This is an optimization exercise on Yosys and OpenROAD, whose aim is a short achievable clock period and few clock cycles, not a production implementation.
At most, simulation tests tie the RTL to the original design; equivalence was not proved.
No driver is modelled on the clock port, so clocking that relies on it looks cheaper here than on a real chip.
Power is estimated from default activity; no workload was simulated.

## jericalla_evolucion
module jericalla_evolucion(
    input  wire        clk,
    input  wire        reset,
    input  wire [6:0]  cantidad_instrucciones,
    output wire [6:0]  imem_addr,
    input  wire [18:0] imem_data,
    output reg  [31:0] data_out,
    output reg         zf,
    output reg         valid,
    output reg         done
);
wire f_v, f_last;
contador_de_programa contador_de_programa_inst(
    .clk(clk),
    .reset(reset),
    .cantidad_instrucciones(cantidad_instrucciones),
    .o_contador(imem_addr),
    .activo(f_v),
    .ultimo(f_last)
);
wire f_and, f_or, f_add, f_sub, f_slt, f_nor, f_sw, f_lw, f_we, f_res;
unidad_control unidad_control_inst(
    .instruction(imem_data[18:15]),
    .op_and(f_and), .op_or(f_or), .op_add(f_add), .op_sub(f_sub),
    .op_slt(f_slt), .op_nor(f_nor), .op_sw(f_sw), .op_lw(f_lw),
    .write_enable_RB(f_we),
    .valido(f_res)
);
wire [4:0] rs1 = imem_data[9:5];
wire [4:0] rs2 = imem_data[4:0];
reg        x_v, x_last, x_res, x_we;
reg        x_and, x_or, x_add, x_sub, x_slt, x_nor, x_sw, x_lw;
reg [4:0]  x_rd;
reg [31:0] x_a, x_b;
reg        w_we;
reg [4:0]  w_rd;
reg [31:0] w_val;
wire [31:0] rf_a, rf_b, alu_result;
wire        alu_zero;
banco_de_registros banco_de_registros_inst(
    .clk(clk),
    .reset(reset),
    .read_address_1(rs1),
    .read_address_2(rs2),
    .write_address(w_rd),
    .data_write(w_val),
    .write_enable(w_we),
    .data_register_1(rf_a),
    .data_register_2(rf_b)
);
wire fe_a = x_v && x_we && (x_rd == rs1);
wire fw_a = w_we && (w_rd == rs1);
wire fe_b = x_v && x_we && (x_rd == rs2);
wire fw_b = w_we && (w_rd == rs2);
wire [31:0] f_a = ({32{fe_a}} & alu_result)
  ...
Size: about 2200 flip-flops, ~70 I/O pins, ~100000 sq um of cells after synthesis.
==> flow/config.mk <==
export PLATFORM = sky130hd
export DESIGN_NAME = jericalla_evolucion
export DESIGN_NICKNAME = jericalla_evolucion
export VERILOG_FILES = /design/flow/design.v
export SDC_FILE = /design/flow/constraint.sdc
export NUM_CORES = 4
export LEC_CHECK = 0
export CAP_MARGIN = 20
export CORE_MARGIN = 2
export CORE_UTILIZATION = 45
export CTS_CLUSTER_DIAMETER = 150
export CTS_CLUSTER_SIZE = 24
export PLACE_DENSITY = 0.65
export SLEW_MARGIN = 20
==> flow/constraint.sdc <==
create_clock -name core_clock -period 10.0 [get_ports {clk}]
set_input_delay 2.0000 -clock core_clock [delete_from_list [all_inputs] [get_ports {clk}]]
set_output_delay 2.0000 -clock core_clock [all_outputs]
set_load 0.01 [all_outputs]
standard.sh (not shown) runs the stock make flow with config.mk's settings and CLKGATE_MAP_FILE= SYNTH_SCRIPT=/design/flow/synth_recipe.tcl, a recipe that flattens the netlist after the stock synthesis.
==> flow/flow/run.sh <==
#!/bin/bash
# Standard ORFS layout (the standard.sh, standard synthesis unchanged),
# with repair_timing aiming for a setup slack margin, so that the resizer
# works on paths well below the 10 ns clock. The SDC is not changed.
set -euo pipefail
MARGIN=${MARGIN:-7}
bash standard.sh SETUP_SLACK_MARGIN=$MARGIN finish > standard_make.log 2>&1
The starting point died in 5_1_grt, error GRT-0232.
Change:
--- a/flow/config.mk
+++ b/flow/config.mk
@@ -10 +10 @@
-export CORE_UTILIZATION = 45
+export CORE_UTILIZATION = 65
@@ -13 +13 @@
-export PLACE_DENSITY = 0.65
+export PLACE_DENSITY = 0.75
=>
- The changed run aborted during 5_1_grt with GRT-0116
- area after synthesis stays the same
- synthesized cell count is unchanged
No functional check of the RTL was part of any run of this note.


Setup of the reference run:
The RTL this note starts from:
==> flow/design.v <==
module contador_de_programa(
    input  wire       clk,
    input  wire       reset,
    input  wire [6:0] cantidad_instrucciones,
    output reg  [6:0] o_contador,    
    output reg  [6:0] n_r,           
    output reg        f_valido,      
    output reg        f_ultimo       
);
reg  [6:0] pc;
wire       activo    = (pc != n_r);
wire [6:0] siguiente = pc + 7'd1;
always @(posedge clk) begin
    if (reset) begin
        pc         <= 7'd0;
        o_contador <= 7'd0;
        n_r        <= cantidad_instrucciones;
    end else if (activo) begin
        pc         <= siguiente;
        o_contador <= siguiente;
    end
end
always @(posedge clk) begin
    f_valido <= activo;
    f_ultimo <= (siguiente == n_r);
end
endmodule
module unidad_control
(
    input  [3:0] instruction,
    output       op_and,
    output       op_or,
    output       op_add,
    output       op_sub,
    output       op_slt,
    output       op_nor,
    output       op_sw,
    output       op_lw,
    output       write_enable_RB,
    output       valido
);
assign op_and = (instruction == 4'd0);
assign op_or  = (instruction == 4'd1);
assign op_add = (instruction == 4'd2);
assign op_sub = (instruction == 4'd3);
assign op_slt = (instruction == 4'd4);
assign op_nor = (instruction == 4'd5);
assign op_sw  = (instruction == 4'd6);
assign op_lw  = (instruction == 4'd7);
assign write_enable_RB = (instruction <= 4'd5);
assign valido = !instruction[3];
endmodule
module ks_add(input [31:0] a, input [31:0] b, input cin, output [31:0] s, output cout);
wire [31:0] p0 = a ^ b;
wire [31:0] g0 = a & b;
wire [31:0] G [0:5];
wire [31:0] P [0:5];
assign G[0] = {g0[31:1], g0[0] | (p0[0] & cin)};
assign P[0] = p0;
genvar l, i;
generate
  for (l = 0; l < 5; l = l + 1) begin : lv
    for (i = 0; i < 32; i = i + 1) begin : bt
      if (i >= (1 << l)) begin : c
        assign G[l+1][i] = G[l][i] | (P[l][i] & G[l][i - (1 << l)]);
        assign P[l+1][i] = P[l][i] & P[l][i - (1 << l)];
      end else begin : n
        assign G[l+1][i] = G[l][i];
        assign P[l+1][i] = P[l][i];
      end
    end
  end
endgenerate
wire [31:0] c = {G[5][30:0], cin};
assign s = p0 ^ c;
assign cout = G[5][31];
endmodule
module alu(
    input         op_and,
    input         op_or,
    input         op_add,
    input         op_sub,
    input         op_slt,
    input         op_nor,
    input  [31:0] din1_alu,
    input  [31:0] din2_alu,
    output [31:0] result_alu,
    output        zero_alu
);
wire [31:0] a = din1_alu;
wire [31:0] b = din2_alu;
wire [31:0] r_and = a & b;
wire [31:0] r_or  = a | b;
wire [31:0] r_add, r_sub;
wire        c_add, c_sub;
ks_add u_add(.a(a), .b(b),  .cin(1'b0), .s(r_add), .cout(c_add));
ks_add u_sub(.a(a), .b(~b), .cin(1'b1), .s(r_sub), .cout(c_sub));
wire lt = ~c_sub;
assign result_alu = ({32{op_and}} & r_and)
                  | ({32{op_or}}  & r_or)
                  | ({32{op_nor}} & ~r_or)
                  | ({32{op_add}} & r_add)
                  | ({32{op_sub}} & r_sub)
                  | {31'd0, op_slt & lt};
wire [31:0] t = a ^ b;
wire        z_add = (t == {r_or[30:0], 1'b0});
assign zero_alu = (op_and & ~|r_and)
                | (op_or  & ~|r_or)
                | (op_nor & &r_or)
                | (op_add & z_add)
                | (op_sub & (a == b))
                | (op_slt & ~lt);
endmodule
module banco_de_registros(
    input  wire        clk,
    input  wire        reset,
    input  wire [4:0]  read_address_1,
    input  wire [4:0]  read_address_2,
    input  wire [4:0]  write_address,
    input  wire [31:0] data_write,
    input  wire        write_enable,
    output wire [31:0] data_register_1,
    output wire [31:0] data_register_2
);
reg [31:0] mem [0:31];
function [31:0] valor_inicial(input [4:0] r);
    case (r)
        5'd0:  valor_inicial = 32'h000000DE;
        5'd1:  valor_inicial = 32'h0000006F;
        5'd2:  valor_inicial = 32'h00000064;
        5'd3:  valor_inicial = 32'h000000C8;
        5'd7:  valor_inicial = 32'h00000014;
        5'd8:  valor_inicial = 32'h00000015;
        5'd9:  valor_inicial = 32'h00000016;
        5'd10: valor_inicial = 32'h00000052;
        5'd11: valor_inicial = 32'h0000001B;
        5'd12: valor_inicial = 32'h7FFFFFF3;
        5'd16: valor_inicial = 32'h00000017;
        5'd17: valor_inicial = 32'h00000018;
        5'd18: valor_inicial = 32'h00000019;
        default: valor_inicial = 32'h00000000;
    endcase
endfunction
integer i;
always @(posedge clk) begin
    if (reset) begin
        for (i = 0; i < 32; i = i + 1)
            mem[i] <= valor_inicial(i[4:0]);
    end else if (write_enable) begin
        mem[write_address] <= data_write;
    end
end
assign data_register_1 = mem[read_address_1];
assign data_register_2 = mem[read_address_2];
endmodule
module ram(
    input  wire        clk,
    input  wire [4:0]  address,
    input  wire [31:0] din,
    input  wire        write_enable,
    output wire [31:0] dout
);
reg [31:0] mem [0:31];
always @(posedge clk) begin
    if (write_enable)
        mem[address] <= din;
end
assign dout = mem[address];
endmodule
module jericalla_evolucion(
    input  wire        clk,
    input  wire        reset,
    input  wire [6:0]  cantidad_instrucciones,
    output wire [6:0]  imem_addr,
    input  wire [18:0] imem_data,
    output reg  [31:0] data_out,
    output reg         zf,
    output reg         valid,
    output reg         done
);
reg rst_r;
always @(posedge clk) rst_r <= reset;
wire [6:0] n_r;
wire       f_v, f_last;
contador_de_programa contador_de_programa_inst(
    .clk(clk),
    .reset(reset),
    .cantidad_instrucciones(cantidad_instrucciones),
    .o_contador(imem_addr),
    .n_r(n_r),
    .f_valido(f_v),
    .f_ultimo(f_last)
);
reg [18:0] ir;
always @(posedge clk) ir <= imem_data;
wire d_and, d_or, d_add, d_sub, d_slt, d_nor, d_sw, d_lw, d_we, d_res;
unidad_control unidad_control_inst(
    .instruction(ir[18:15]),
    .op_and(d_and), .op_or(d_or), .op_add(d_add), .op_sub(d_sub),
    .op_slt(d_slt), .op_nor(d_nor), .op_sw(d_sw), .op_lw(d_lw),
    .write_enable_RB(d_we),
    .valido(d_res)
);
wire [4:0] rs1 = ir[9:5];
wire [4:0] rs2 = ir[4:0];
reg        x_v, x_last, x_res, x_we;
reg        x_and, x_or, x_add, x_sub, x_slt, x_nor, x_sw, x_lw;
reg [4:0]  x_rd;
reg [31:0] x_a, x_b;
reg        w_we;
reg [4:0]  w_rd;
reg [31:0] w_val;
wire [31:0] rf_a, rf_b, alu_result;
wire        alu_zero;
banco_de_registros banco_de_registros_inst(
    .clk(clk),
    .reset(rst_r),
    .read_address_1(rs1),
    .read_address_2(rs2),
    .write_address(w_rd),
    .data_write(w_val),
    .write_enable(w_we),
    .data_register_1(rf_a),
    .data_register_2(rf_b)
);
wire fe_a = x_v && x_we && (x_rd == rs1);
wire fw_a = w_we && (w_rd == rs1);
wire fe_b = x_v && x_we && (x_rd == rs2);
wire fw_b = w_we && (w_rd == rs2);
wire [31:0] d_a = fe_a ? alu_result : fw_a ? w_val : rf_a;
wire [31:0] d_b = fe_b ? alu_result : fw_b ? w_val : rf_b;
always @(posedge clk) begin
    x_v    <= !rst_r && f_v;
    x_last <= f_last;
    x_res  <= d_res;
    x_we   <= d_we;
    x_and  <= d_and;
    x_or   <= d_or;
    x_add  <= d_add;
    x_sub  <= d_sub;
    x_slt  <= d_slt;
    x_nor  <= d_nor;
    x_sw   <= d_sw;
    x_lw   <= d_lw;
    x_rd   <= ir[14:10];
    x_a    <= d_a;
    x_b    <= d_b;
end
alu alu_inst(
    .op_and(x_and), .op_or(x_or), .op_add(x_add), .op_sub(x_sub),
    .op_slt(x_slt), .op_nor(x_nor),
    .din1_alu(x_a),
    .din2_alu(x_b),
    .result_alu(alu_result),
    .zero_alu(alu_zero)
);
wire [31:0] ram_dout;
ram ram_inst(
    .clk(clk),
    .address(x_a[4:0]),
    .din(x_b),
    .write_enable(!rst_r && x_v && x_sw),
    .dout(ram_dout)
);
always @(posedge clk) begin
    data_out <= x_lw ? ram_dout : x_sw ? x_b : alu_result;
    w_val    <= alu_result;
    w_rd     <= x_rd;
    if (rst_r) begin
        valid <= 1'b0;
        zf    <= 1'b0;
        done  <= (n_r == 7'd0);
        w_we  <= 1'b0;
    end else begin
        valid <= x_v && x_res;
        if (x_v && x_we)
            zf <= alu_zero;
        if (x_v && x_last)
            done <= 1'b1;
        w_we  <= x_v && x_we;
    end
end
endmodule
==> flow/config.mk <==
export PLATFORM = sky130hd
export DESIGN_NAME = jericalla_evolucion
export DESIGN_NICKNAME = jericalla_evolucion
export VERILOG_FILES = /design/flow/design.v
export SDC_FILE = /design/flow/constraint.sdc
export NUM_CORES = 4
export LEC_CHECK = 0
export CAP_MARGIN = 20
export CORE_MARGIN = 2
export CORE_UTILIZATION = 65
export CTS_CLUSTER_DIAMETER = 150
export CTS_CLUSTER_SIZE = 24
export PLACE_DENSITY = 0.75
export SLEW_MARGIN = 20
==> flow/constraint.sdc <==
create_clock -name core_clock -period 10.0 [get_ports {clk}]
set_input_delay 2.0000 -clock core_clock [delete_from_list [all_inputs] [get_ports {clk}]]
set_output_delay 2.0000 -clock core_clock [all_outputs]
set_load 0.01 [all_outputs]
==> flow/flow/run.sh <==
#!/bin/bash
# Standard ORFS layout (the standard.sh, standard synthesis unchanged),
# with repair_timing aiming for a setup slack margin, so that the resizer
# works on paths well below the 10 ns clock. The SDC is not changed.
set -euo pipefail
MARGIN=${MARGIN:-7.3}
bash standard.sh SETUP_SLACK_MARGIN=$MARGIN finish > standard_make.log 2>&1
Testbench counts of the reference run, summed over its fixed seeds: cycles 5,397.
Relative to the reference run, the following input files were edited for the trial run:
==> flow/flow/run.sh <==
#!/bin/bash
# Standard ORFS layout (the standard.sh, standard synthesis unchanged),
# with repair_timing aiming for a setup slack margin, so that the resizer
# works on paths well below the 10 ns clock (the SDC is not changed), and a
# placement step before CTS that moves each output port's flip-flop halfway towards
# its output buffer (flow/move_out.tcl).
set -euo pipefail
MARGIN=${MARGIN:-7}
HERE=$(pwd)
bash standard.sh SETUP_SLACK_MARGIN=$MARGIN PRE_CTS_TCL=$HERE/flow/move_out.tcl finish > standard_make.log 2>&1
==> flow/flow/move_out.tcl (new file) <==
# Move each flip-flop that drives an output port's buffer halfway towards
# that buffer (which sits at the port), then legalize. Shortens the wire between
# the flip-flop and the output buffer; the clock tree is built afterwards.
set block [ord::get_db_block]
set moved 0
foreach bterm [$block getBTerms] {
  if {[$bterm getIoType] != "OUTPUT"} { continue }
  set net [$bterm getNet]
  if {$net == "NULL"} { continue }
  set buf ""
  foreach it [$net getITerms] {
    if {[$it isOutputSignal]} { set buf [$it getInst] }
  }
  if {$buf == ""} { continue }
  set innet ""
  foreach it [$buf getITerms] {
    if {[$it isInputSignal]} { set innet [$it getNet] }
  }
  if {$innet == "" || $innet == "NULL"} { continue }
  set drv ""
  foreach it [$innet getITerms] {
    if {[$it isOutputSignal]} { set drv [$it getInst] }
  }
  if {$drv == ""} { continue }
  set mname [[$drv getMaster] getName]
  if {![string match "*df*" $mname]} { continue }
  lassign [$buf getLocation] bx by
  lassign [$drv getLocation] fx fy
  $drv setLocation [expr {($bx + $fx) / 2}] [expr {($by + $fy) / 2}]
  incr moved
}
puts "move_out: moved $moved flip-flops towards their output buffers"
detailed_placement
==> run summary <==
The trial run — number of fill cells in the layout 413 higher, the reference run as reference. Setup slack: lower on the reference run. Diff the reference run -> the trial run: via count of the first global-routing pass fell 1,015; share of cells above drive strength 1 shrank by 2.6 points. The trial run vs. the reference run: via count lower; area occupied by registers roughly the same. The trial run vs the reference run: overall power after layout down slightly. Summary of the trial run over the reference run: count of multi-input gates now sits at about the same level; combinational share of power now sits lower.

separate check: timing with driven ports:
No port has a modelled driver above. Below, the same layouts with a new extraction and two added sets of constraints. Step 1, drivers: a clkbuf_16 drives clk and a buf_2 each remaining input, both assumed. Step 2 times the ports against the registers' clock, not the clock port: input delays grow and output delays shrink by t, the midpoint of the rising clock arrivals with the driver on. Three values: no drivers, after step 1, after step 2; two values: the first two.
| run | t (ns) | setup slack, ns | worst slew at a driven data input, ns |
|---|---|---|---|
| the reference run | 0.891 | 6.631 / 6.538 / 6.742 | 0.07 |
| the trial run | 0.857 | 6.695 / 6.604 / 6.755 | 0.06 |
After both steps setup and hold are still met in every run listed.
